Background: an optimization exercise with open tools, aiming at small area and a short achievable clock period. Do not read the settings as production practice. At most, simulation tests tie the RTL to the original design; equivalence was not proved. Power is estimated from default activity; no workload was simulated.

## topmodule
module topmodule (
	input clk, rst,
	output [31:0] PC_out, RD1, RD2,
	output wire [31:0] Inst,
	output REGWr,
	output [3:0] ALUCnt,
	output [31:0] ALUOutW, ReadDataW,
	input [31:0] InstrF,
	output [31:0] DataAdrM, WriteDataM,
	output MemWriteM,
	input [31:0] ReadDataM);
reg [31:0] pcF;                        
reg [31:0] instD;                      
reg [31:0] rd1E, rd2E, srcbE;          
reg [3:0]  alucE, condE, waE;          
reg [1:0]  flagwE;
reg        regwE, memwE, memtoregE, pcsE, blE;
reg [31:0] aluM, wdataM;               
reg [3:0]  waM;
reg        regwM, memwM, memtoregM, pcsM, blM;
reg [31:0] aluW, rdataW;               
reg        regwW, memtoregW, pcsW;
reg [3:0]  flags;                      
wire [479:0] rf;                       
assign PC_out     = pcF;
assign Inst       = instD;
assign RD1        = rd1E;
assign RD2        = rd2E;
assign ALUCnt     = alucE;
assign DataAdrM   = aluM;
assign WriteDataM = wdataM;
assign MemWriteM  = memwM;
assign ALUOutW    = aluW;
assign ReadDataW  = rdataW;
assign REGWr      = regwW;
wire [31:0] pc4     = {pcF[31:2] + 30'd1, pcF[1:0]};
wire [31:0] resultW = memtoregW ? rdataW : aluW;
wire [31:0] pcnext  = pcsW ? resultW : pc4;
always @(posedge clk) begin
	pcF   <= rst ? 32'd0 : pcnext;
	instD <= rst ? 32'd0 : InstrF;
end
wire [1:0] op    = instD[27:26];
wire [3:0] cmd   = instD[24:21];
wire       sbit  = instD[20];
wire [3:0] rn    = instD[19:16];
wire [3:0] rd    = instD[15:12];
wire [3:0] rm    = instD[3:0];
wire isBX  = (instD[27:4] == 24'h12FFF1);
wire isDP  = (op == 2'b00) & ~isBX;
wire isMem = (op == 2'b01);
wire isSTR = isMem & ~instD[20];
wire isLDR = isMem &  instD[20];
wire isBr  = (op == 2'b10);
wire isBL  = isBr & instD[24];
wire isCMP = (cmd == 4'b1010);
wire regwD = (isDP & ~isCMP) | isLDR | isBL;
wire pcsD  = ((rd == 4'd15) & regwD) | isBr | isBX;
reg [3:0] alucD;
reg [1:0] flagwD;
always @* begin
	if (isDP) begin
		case (cmd)
		4'b0100: begin alucD = 4'b0100; flagwD = sbit ? 2'b11 : 2'b00; end
		4'b0010: begin alucD = 4'b0010; flagwD = sbit ? 2'b11 : 2'b00; end
  ...
Settings: LEC_CHECK=0, CAP_MARGIN=20, CORE_MARGIN=2, CORE_UTILIZATION=40, SLEW_MARGIN=20; clock period 10.0 ns.
run.sh (not shown) runs the stock make flow with config.mk's settings and CLKGATE_MAP_FILE= SYNTH_SCRIPT=/design/flow/synth_recipe.tcl, a recipe that flattens the netlist after the stock synthesis.
The starting point ran to the end with no violations.
Next try:
--- a/flow/design.v
+++ b/flow/design.v
@@ -12,42 +12,48 @@
 reg [31:0] pcF;                        
 reg [31:0] instD;                      
 reg [31:0] rd1E, rd2E, srcbE;          
 reg [3:0]  alucE, condE, waE;          
 reg [1:0]  flagwE;
 reg        regwE, memwE, memtoregE, pcsE, blE;
 reg [31:0] aluM, wdataM;               
 reg [3:0]  waM;
 reg        regwM, memwM, memtoregM, pcsM, blM;
 reg [31:0] aluW, rdataW;               
 reg        regwW, memtoregW, pcsW;
 reg [3:0]  flags;                      
+reg [15:0] sel1, sel2;                 
 wire [479:0] rf;                       
 assign PC_out     = pcF;
 assign Inst       = instD;
 assign RD1        = rd1E;
 assign RD2        = rd2E;
 assign ALUCnt     = alucE;
 assign DataAdrM   = aluM;
 assign WriteDataM = wdataM;
 assign MemWriteM  = memwM;
 assign ALUOutW    = aluW;
 assign ReadDataW  = rdataW;
 assign REGWr      = regwW;
 wire [31:0] pc4     = {pcF[31:2] + 30'd1, pcF[1:0]};
 wire [31:0] resultW = memtoregW ? rdataW : aluW;
 wire [31:0] pcnext  = pcsW ? resultW : pc4;
+wire        strF = (InstrF[27:26] == 2'b01) & ~InstrF[20];
+wire [3:0]  ra1F = InstrF[19:16];
+wire [3:0]  ra2F = strF ? InstrF[15:12] : InstrF[3:0];
 always @(posedge clk) begin
 	pcF   <= rst ? 32'd0 : pcnext;
 	instD <= rst ? 32'd0 : InstrF;
+	sel1  <= rst ? 16'd1 : (16'd1 << ra1F);
+	sel2  <= rst ? 16'd1 : (16'd1 << ra2F);
 end
 wire [1:0] op    = instD[27:26];
 wire [3:0] cmd   = instD[24:21];
 wire       sbit  = instD[20];
 wire [3:0] rn    = instD[19:16];
 wire [3:0] rd    = instD[15:12];
 wire [3:0] rm    = instD[3:0];
 wire isBX  = (instD[27:4] == 24'h12FFF1);
 wire isDP  = (op == 2'b00) & ~isBX;
 wire isMem = (op == 2'b01);
 wire isSTR = isMem & ~instD[20];
 wire isLDR = isMem &  instD[20];
@@ -65,66 +71,60 @@
 		4'b0010: begin alucD = 4'b0010; flagwD = sbit ? 2'b11 : 2'b00; end
 		4'b0000: begin alucD = 4'b0000; flagwD = sbit ? 2'b10 : 2'b00; end
 		4'b1100: begin alucD = 4'b1100; flagwD = sbit ? 2'b10 : 2'b00; end
 		4'b1101: begin alucD = 4'b1101; flagwD = sbit ? 2'b10 : 2'b00; end
 		4'b1010: begin alucD = 4'b0010; flagwD = 2'b11; end
 		default: begin alucD = 4'b1101; flagwD = 2'b00; end
 		endcase
 	end else begin
 		alucD  = (isBr | isBX) ? 4'b1101 : 4'b0100;
 		flagwD = 2'b00;
 	end
 end
-wire [3:0] ra2 = isSTR ? rd : rm;
-wire [15:0] sel1, sel2;
 genvar gi;
-generate
-	for (gi = 0; gi < 16; gi = gi + 1) begin : g_sel
-		assign sel1[gi] = ~rst & (rn  == gi);
-		assign sel2[gi] = ~rst & (ra2 == gi);
-	end
-endgenerate
 reg [31:0] rv1, rv2;
 integer i;
 always @* begin
 	rv1 = {32{sel1[15]}} & pc4;
 	rv2 = {32{sel2[15]}} & pc4;
 	for (i = 0; i < 15; i = i + 1) begin
 		rv1 = rv1 | ({32{sel1[i]}} & rf[i*32 +: 32]);
 		rv2 = rv2 | ({32{sel2[i]}} & rf[i*32 +: 32]);
 	end
 end
 reg [31:0] extimm;
 always @* begin
 	if (isMem)     extimm = {20'd0, instD[11:0]};
 	else if (isBr) extimm = {{6{instD[23]}}, instD[23:0], 2'b00};
 	else           extimm = {24'd0, instD[7:0]};
 end
 wire        alusrcD = isDP ? instD[25] : (isMem | isBr);
 wire [4:0]  shamt   = isDP ? instD[11:7] : 5'd0;
 wire [1:0]  sh      = isDP ? instD[6:5]  : 2'd0;
 wire [31:0] srcb    = alusrcD ? extimm : rv2;
-wire signed [31:0] srcb_s = srcb;
-reg [31:0] shifted;
-always @* begin
-	case (sh)
-	2'b00: shifted = srcb << shamt;
-	2'b01: shifted = srcb >> shamt;
-	2'b10: shifted = srcb_s >>> shamt;
-	default: shifted = ({srcb, srcb} >> shamt);
-	endcase
-end
-always @(posedge clk) begin
-	rd1E  <= rv1;
-	rd2E  <= rv2;
+wire        lsl  = (sh == 2'b00);
+wire [4:0]  amt  = lsl ? (5'd0 - shamt) : shamt;
+wire [31:0] r0   = amt[0] ? {srcb[0],    srcb[31:1]} : srcb;
+wire [31:0] r1   = amt[1] ? {r0[1:0],   r0[31:2]}   : r0;
+wire [31:0] r2   = amt[2] ? {r1[3:0],   r1[31:4]}   : r1;
+wire [31:0] r3   = amt[3] ? {r2[7:0],   r2[31:8]}   : r2;
+wire [31:0] r4   = amt[4] ? {r3[15:0],  r3[31:16]}  : r3;
+wire [31:0] mr   = {32{1'b1}} >> shamt;    
+wire [31:0] ml   = {32{1'b1}} << shamt;    
+wire [31:0] keep = (sh == 2'b11) ? {32{1'b1}} : (lsl ? ml : mr);
+wire        fill = (sh == 2'b10) & srcb[31];
+wire [31:0] shifted = (r4 & keep) | ({32{fill}} & ~keep);
+always @(posedge clk) begin
+	rd1E  <= rst ? 32'd0 : rv1;
+	rd2E  <= rst ? 32'd0 : rv2;
 	srcbE <= shifted;
 	waE   <= isBL ? 4'd14 : rd;
 	blE   <= isBL;
 	memtoregE <= isLDR;
 	if (rst) begin
 		alucE <= 4'd0; condE <= 4'd0; flagwE <= 2'd0;
 		regwE <= 1'b0; memwE <= 1'b0; pcsE <= 1'b0;
 	end else begin
 		alucE <= alucD; condE <= instD[31:28]; flagwE <= flagwD;
 		regwE <= regwD; memwE <= isSTR; pcsE <= pcsD;
 	end
 end
Wire length drops by about a fifth.
Register-to-register slack improved by 1.6 ns.
Total power drops slightly.
Combinational power drops by a few percent.
Via count drops by roughly a tenth.
Sequential power climbs by a few percent.
Cell area drops by a few percent.
Maximum frequency climbs by a quarter to a third.
Clock skew drops by 0.019 ns.
Sequential share of layout area climbs by 3.6 points.
Critical path depth climbs by 1.
Non-clock buffer count drops by 36.
Synthesized cell count drops by roughly a tenth.
First-iteration DRC count drops by a quarter to a third.

the baseline:
The RTL this note starts from:
==> flow/design.v <==
module topmodule (
	input clk, rst,
	output [31:0] PC_out, RD1, RD2,
	output wire [31:0] Inst,
	output REGWr,
	output [3:0] ALUCnt,
	output [31:0] ALUOutW, ReadDataW,
	input [31:0] InstrF,
	output [31:0] DataAdrM, WriteDataM,
	output MemWriteM,
	input [31:0] ReadDataM);
reg [31:0] pcF;                        
reg [31:0] instD;                      
reg [31:0] rd1E, rd2E, srcbE;          
reg [3:0]  alucE, condE, waE;          
reg [1:0]  flagwE;
reg        regwE, memwE, memtoregE, pcsE, blE;
reg [31:0] aluM, wdataM;               
reg [3:0]  waM;
reg        regwM, memwM, memtoregM, pcsM, blM;
reg [31:0] aluW, rdataW;               
reg        regwW, memtoregW, pcsW;
reg [3:0]  flagr;                      
reg        nzp, cvp;                   
reg        cM, vM;                     
reg [15:0] sel1, sel2;                 
reg [14:0] valid;                      
reg [4:0]  amtD, shamtD;               
reg [1:0]  shD;                        
reg        alusrcD;                    
wire [479:0] rf;                       
assign PC_out     = pcF;
assign Inst       = instD;
assign RD1        = rd1E;
assign RD2        = rd2E;
assign ALUCnt     = alucE;
assign DataAdrM   = aluM;
assign WriteDataM = wdataM;
assign MemWriteM  = memwM;
assign ALUOutW    = aluW;
assign ReadDataW  = rdataW;
assign REGWr      = regwW;
wire [31:0] pc4     = {pcF[31:2] + 30'd1, pcF[1:0]};
wire [31:0] resultW = memtoregW ? rdataW : aluW;
wire [31:0] pcnext  = pcsW ? resultW : pc4;
wire [31:0] instF = InstrF;
wire [14:0] wevec;
wire [14:0] vnext = valid | wevec;
wire        strF  = (instF[27:26] == 2'b01) & ~instF[20];
wire [3:0]  ra1F  = instF[19:16];
wire [3:0]  ra2F  = strF ? instF[15:12] : instF[3:0];
wire        bxF   = (instF[27:4] == 24'h12FFF1);
wire        dpF   = (instF[27:26] == 2'b00) & ~bxF;
wire [4:0]  shamtF = dpF ? instF[11:7] : 5'd0;
wire [1:0]  shF    = dpF ? instF[6:5]  : 2'd0;
always @(posedge clk) begin
	pcF     <= rst ? 32'd0 : pcnext;
	instD   <= rst ? 32'd0 : instF;
	sel1    <= rst ? 16'd0 : ((16'd1 << ra1F) & {1'b1, vnext});
	sel2    <= rst ? 16'd0 : ((16'd1 << ra2F) & {1'b1, vnext});
	valid   <= rst ? 15'd0 : vnext;
	shamtD  <= rst ? 5'd0 : shamtF;
	shD     <= rst ? 2'd0 : shF;
	amtD    <= rst ? 5'd0 : ((shF == 2'b00) ? (5'd0 - shamtF) : shamtF);
	alusrcD <= ~rst & (dpF ? instF[25] : (instF[27:26] == 2'b01) | (instF[27:26] == 2'b10));
end
wire [1:0] op    = instD[27:26];
wire [3:0] cmd   = instD[24:21];
wire       sbit  = instD[20];
wire [3:0] rn    = instD[19:16];
wire [3:0] rd    = instD[15:12];
wire [3:0] rm    = instD[3:0];
wire isBX  = (instD[27:4] == 24'h12FFF1);
wire isDP  = (op == 2'b00) & ~isBX;
wire isMem = (op == 2'b01);
wire isSTR = isMem & ~instD[20];
wire isLDR = isMem &  instD[20];
wire isBr  = (op == 2'b10);
wire isBL  = isBr & instD[24];
wire isCMP = (cmd == 4'b1010);
wire regwD = (isDP & ~isCMP) | isLDR | isBL;
wire pcsD  = ((rd == 4'd15) & regwD) | isBr | isBX;
reg [3:0] alucD;
reg [1:0] flagwD;
always @* begin
	if (isDP) begin
		case (cmd)
		4'b0100: begin alucD = 4'b0100; flagwD = sbit ? 2'b11 : 2'b00; end
		4'b0010: begin alucD = 4'b0010; flagwD = sbit ? 2'b11 : 2'b00; end
		4'b0000: begin alucD = 4'b0000; flagwD = sbit ? 2'b10 : 2'b00; end
		4'b1100: begin alucD = 4'b1100; flagwD = sbit ? 2'b10 : 2'b00; end
		4'b1101: begin alucD = 4'b1101; flagwD = sbit ? 2'b10 : 2'b00; end
		4'b1010: begin alucD = 4'b0010; flagwD = 2'b11; end
		default: begin alucD = 4'b1101; flagwD = 2'b00; end
		endcase
	end else begin
		alucD  = (isBr | isBX) ? 4'b1101 : 4'b0100;
		flagwD = 2'b00;
	end
end
genvar gi;
reg [31:0] rv1, rv2;
integer i;
always @* begin
	rv1 = {32{sel1[15]}} & pc4;
	rv2 = {32{sel2[15]}} & pc4;
	for (i = 0; i < 15; i = i + 1) begin
		rv1 = rv1 | ({32{sel1[i]}} & rf[i*32 +: 32]);
		rv2 = rv2 | ({32{sel2[i]}} & rf[i*32 +: 32]);
	end
end
reg [31:0] extimm;
always @* begin
	if (isMem)     extimm = {20'd0, instD[11:0]};
	else if (isBr) extimm = {{6{instD[23]}}, instD[23:0], 2'b00};
	else           extimm = {24'd0, instD[7:0]};
end
wire [31:0] srcb    = alusrcD ? extimm : rv2;
wire [31:0] srcx = srcb;
wire [4:0]  amt  = amtD;
wire [4:0]  shamt = shamtD;
wire [1:0]  sh   = shD;
wire        lsl  = (sh == 2'b00);
wire [31:0] r0   = amt[0] ? {srcx[0],    srcx[31:1]} : srcx;
wire [31:0] r1   = amt[1] ? {r0[1:0],   r0[31:2]}   : r0;
wire [31:0] r2   = amt[2] ? {r1[3:0],   r1[31:4]}   : r1;
wire [31:0] r3   = amt[3] ? {r2[7:0],   r2[31:8]}   : r2;
wire [31:0] r4   = amt[4] ? {r3[15:0],  r3[31:16]}  : r3;
wire [31:0] mr   = {32{1'b1}} >> shamt;    
wire [31:0] ml   = {32{1'b1}} << shamt;    
wire [31:0] keep = (sh == 2'b11) ? {32{1'b1}} : (lsl ? ml : mr);
wire        fill = (sh == 2'b10) & srcb[31];
wire [31:0] shifted = (r4 & keep) | ({32{fill}} & ~keep);
always @(posedge clk) begin
	rd1E  <= rst ? 32'd0 : rv1;
	rd2E  <= rst ? 32'd0 : rv2;
	srcbE <= shifted;
	waE   <= isBL ? 4'd14 : rd;
	blE   <= isBL;
	memtoregE <= isLDR;
	if (rst) begin
		alucE <= 4'd0; condE <= 4'd0; flagwE <= 2'd0;
		regwE <= 1'b0; memwE <= 1'b0; pcsE <= 1'b0;
	end else begin
		alucE <= alucD; condE <= instD[31:28]; flagwE <= flagwD;
		regwE <= regwD; memwE <= isSTR; pcsE <= pcsD;
	end
end
wire        isSub = alucE[1];
wire [31:0] bx    = srcbE ^ {32{isSub}};
wire [31:0] ag = rd1E & bx, ap = rd1E ^ bx;
reg  [31:0] G, P;
integer d, j, b;
always @* begin
	G = {ag[31:1], ag[0] | (ap[0] & isSub)};
	P = ap;
	for (d = 1; d < 32; d = d * 2)
		for (b = 0; b < 32; b = b + 1)
			if (b & d) begin
				j = (b & ~(d - 1)) - 1;        
				G[b] = G[b] | (P[b] & G[j]);
				P[b] = P[b] & P[j];
			end
end
wire [32:0] carry = {G, isSub};
wire [31:0] sum   = ap ^ carry[31:0];
wire opArith = ~alucE[3] & (alucE[2] | alucE[1]);
wire opOrr   = alucE[3] & ~alucE[0];
wire opMov   = alucE[3] &  alucE[0];
wire [31:0] aluout = opArith ? sum : ((ag & {32{~opMov}}) | (ap & {32{opOrr}}) | (bx & {32{opMov}}));
wire fC = isSub ? ~sum[31] : carry[32];
wire fV = (rd1E[31] == bx[31]) & (sum[31] != rd1E[31]);
wire [3:0] flags = {nzp ? aluM[31] : flagr[3],
                    nzp ? (aluM == 32'd0) : flagr[2],
                    cvp ? cM : flagr[1],
                    cvp ? vM : flagr[0]};
reg condex;
always @* begin
	case (condE)
	4'b0000: condex = flags[2];
	4'b0001: condex = ~flags[2];
	4'b0010: condex = flags[1];
	4'b0011: condex = ~flags[1];
	4'b0100: condex = flags[3];
	4'b0101: condex = ~flags[3];
	4'b0110: condex = flags[0];
	4'b0111: condex = ~flags[0];
	4'b1000: condex = ~flags[2] & flags[1];
	4'b1001: condex = flags[2] | ~flags[1];
	4'b1010: condex = ~(flags[3] ^ flags[0]);
	4'b1011: condex = flags[3] ^ flags[0];
	4'b1100: condex = ~flags[2] & ~(flags[3] ^ flags[0]);
	4'b1101: condex = flags[2] | (flags[3] ^ flags[0]);
	default: condex = 1'b1;
	endcase
end
always @(posedge clk) begin
	cM <= fC;
	vM <= fV;
	if (rst) begin
		flagr <= 4'd0; nzp <= 1'b0; cvp <= 1'b0;
	end else begin
		flagr <= flags;
		nzp   <= flagwE[1] & condex;
		cvp   <= flagwE[0] & condex;
	end
end
always @(posedge clk) begin
	wdataM    <= rd2E;
	waM       <= waE;
	blM       <= blE;
	memtoregM <= memtoregE;
	if (rst) begin
		aluM <= 32'd0; regwM <= 1'b0; memwM <= 1'b0; pcsM <= 1'b0;
	end else begin
		aluM  <= aluout;
		regwM <= regwE & condex;
		memwM <= memwE & condex;
		pcsM  <= pcsE & condex;
	end
end
wire [31:0] wd   = blM ? pcnext : (memtoregM ? ReadDataM : aluM);
generate
	for (gi = 0; gi < 15; gi = gi + 1) begin : g_rf
		wire wen = regwM & (waM == gi);
		assign wevec[gi] = wen;
		reg [31:0] r;
		always @(posedge clk)
			if (wen) r <= wd;
		assign rf[gi*32 +: 32] = r;
	end
endgenerate
always @(posedge clk) begin
	memtoregW <= memtoregM;
	if (rst) begin
		aluW <= 32'd0; rdataW <= 32'd0; regwW <= 1'b0; pcsW <= 1'b0;
	end else begin
		aluW <= aluM; rdataW <= ReadDataM; regwW <= regwM; pcsW <= pcsM;
	end
end
endmodule
clock: 10.0 ns
lec_check: 0
cap_margin: 25
core_margin: 2
core_utilization: 50
place_density: 0.7
slew_margin: 25
standard.sh (not shown) runs the stock make flow with config.mk's settings and CLKGATE_MAP_FILE= SYNTH_SCRIPT=/design/flow/synth_recipe.tcl, a recipe that flattens the netlist after the stock synthesis.
==> flow/flow/run.sh <==
#!/bin/bash
set -euo pipefail
cd "$(dirname "$0")/.."
bash standard.sh \
  "BUFFER_PORTS_ARGS=-buffer_cell sky130_fd_sc_hd__buf_1" \
  MATCH_CELL_FOOTPRINT=0 \
  SETUP_SLACK_MARGIN=6.4 \
  "CTS_ARGS=-sink_clustering_enable -repair_clock_nets -dont_use_dummy_load -sink_clustering_size 25 -sink_clustering_max_diameter 70" \
  finish > flow_make.log 2>&1
[inputs] the candidate vs the baseline
--- a/flow/design.v
+++ b/flow/design.v
@@ -25,7 +25,7 @@
 reg        cM, vM;                     
 reg [15:0] sel1, sel2;                 
 reg [14:0] valid;                      
-reg [4:0]  amtD, shamtD;               
+reg [4:0]  amtD;                       
 reg [1:0]  shD;                        
 reg        alusrcD;                    
 wire [479:0] rf;                       
@@ -59,7 +59,6 @@
 	sel1    <= rst ? 16'd0 : ((16'd1 << ra1F) & {1'b1, vnext});
 	sel2    <= rst ? 16'd0 : ((16'd1 << ra2F) & {1'b1, vnext});
 	valid   <= rst ? 15'd0 : vnext;
-	shamtD  <= rst ? 5'd0 : shamtF;
 	shD     <= rst ? 2'd0 : shF;
 	amtD    <= rst ? 5'd0 : ((shF == 2'b00) ? (5'd0 - shamtF) : shamtF);
 	alusrcD <= ~rst & (dpF ? instF[25] : (instF[27:26] == 2'b01) | (instF[27:26] == 2'b10));
@@ -118,7 +117,6 @@
 wire [31:0] srcb    = alusrcD ? extimm : rv2;
 wire [31:0] srcx = srcb;
 wire [4:0]  amt  = amtD;
-wire [4:0]  shamt = shamtD;
 wire [1:0]  sh   = shD;
 wire        lsl  = (sh == 2'b00);
 wire [31:0] r0   = amt[0] ? {srcx[0],    srcx[31:1]} : srcx;
@@ -126,9 +124,8 @@
 wire [31:0] r2   = amt[2] ? {r1[3:0],   r1[31:4]}   : r1;
 wire [31:0] r3   = amt[3] ? {r2[7:0],   r2[31:8]}   : r2;
 wire [31:0] r4   = amt[4] ? {r3[15:0],  r3[31:16]}  : r3;
-wire [31:0] mr   = {32{1'b1}} >> shamt;    
-wire [31:0] ml   = {32{1'b1}} << shamt;    
-wire [31:0] keep = (sh == 2'b11) ? {32{1'b1}} : (lsl ? ml : mr);
+wire [31:0] mr   = {32{1'b1}} >> amt;
+wire [31:0] keep = (sh == 2'b11) ? {32{1'b1}} : (lsl ? (~mr | {32{amt == 5'd0}}) : mr);
 wire        fill = (sh == 2'b10) & srcb[31];
 wire [31:0] shifted = (r4 & keep) | ({32{fill}} & ~keep);
 always @(posedge clk) begin
[summary]
Sequential cell count of the final layout ended up 0.46% lower on the candidate than on the baseline. On the candidate: post-synthesis register bit count is 0.46% lower than what the baseline gave. Looking at total clock buffers created by CTS across the baseline and the candidate, the one that comes out lower is the candidate. The candidate ended with less detailed route wirelength on metal2 than the baseline. When the candidate is set beside the baseline, its count of clock-buffer cells in the layout turns out to be 2.1% smaller. Diff the baseline -> the candidate | design area | decrease of about 1.6%. Diff the baseline -> the candidate: register cell area after layout fell by 100 um^2, wire length on met3 went up 3.9%, time the final worst path needs with I/O delays and setup shows a reduction of 25 ps.
For the baseline, only the layout was checked, not whether the RTL still works.

static timing again, ports no longer ideal:
The results above use ideal ports. As a check the final layouts listed here were re-extracted and re-timed, cells and wires unchanged.
Step 1: set_driving_cell puts a clkbuf_16 on clk and a buf_2 on each other input, an assumption about the parent block.
Step 2, shift: input delay + t, output delay - t, t = (earliest + latest rising clock arrival at the registers) / 2. This alone moves slack from input paths to output paths.
Three values: ideal, step 1, step 2; two values: the first two.
| run | t, ns | slack for setup (ns) | worst register clock-pin slew, ns |
|---|---|---|---|
| the first run of note 1 | 0.736 | 3.225 / 3.225 / 2.745 | 0.07 / 0.07 |
| the second run of note 1 | 0.738 | 4.790 / 4.790 / 4.790 | 0.07 / 0.07 |
| the baseline | 0.674 | 6.254 / 6.254 / 5.924 | 0.10 / 0.10 |
| the candidate | 0.679 | 6.278 / 6.278 / 5.939 | 0.10 / 0.10 |
After both steps every run listed still meets setup and hold. For the first run of note 1, which loses most, drivers alone change the setup slack by 0.000 ns; drivers and shift together by -0.480 ns.
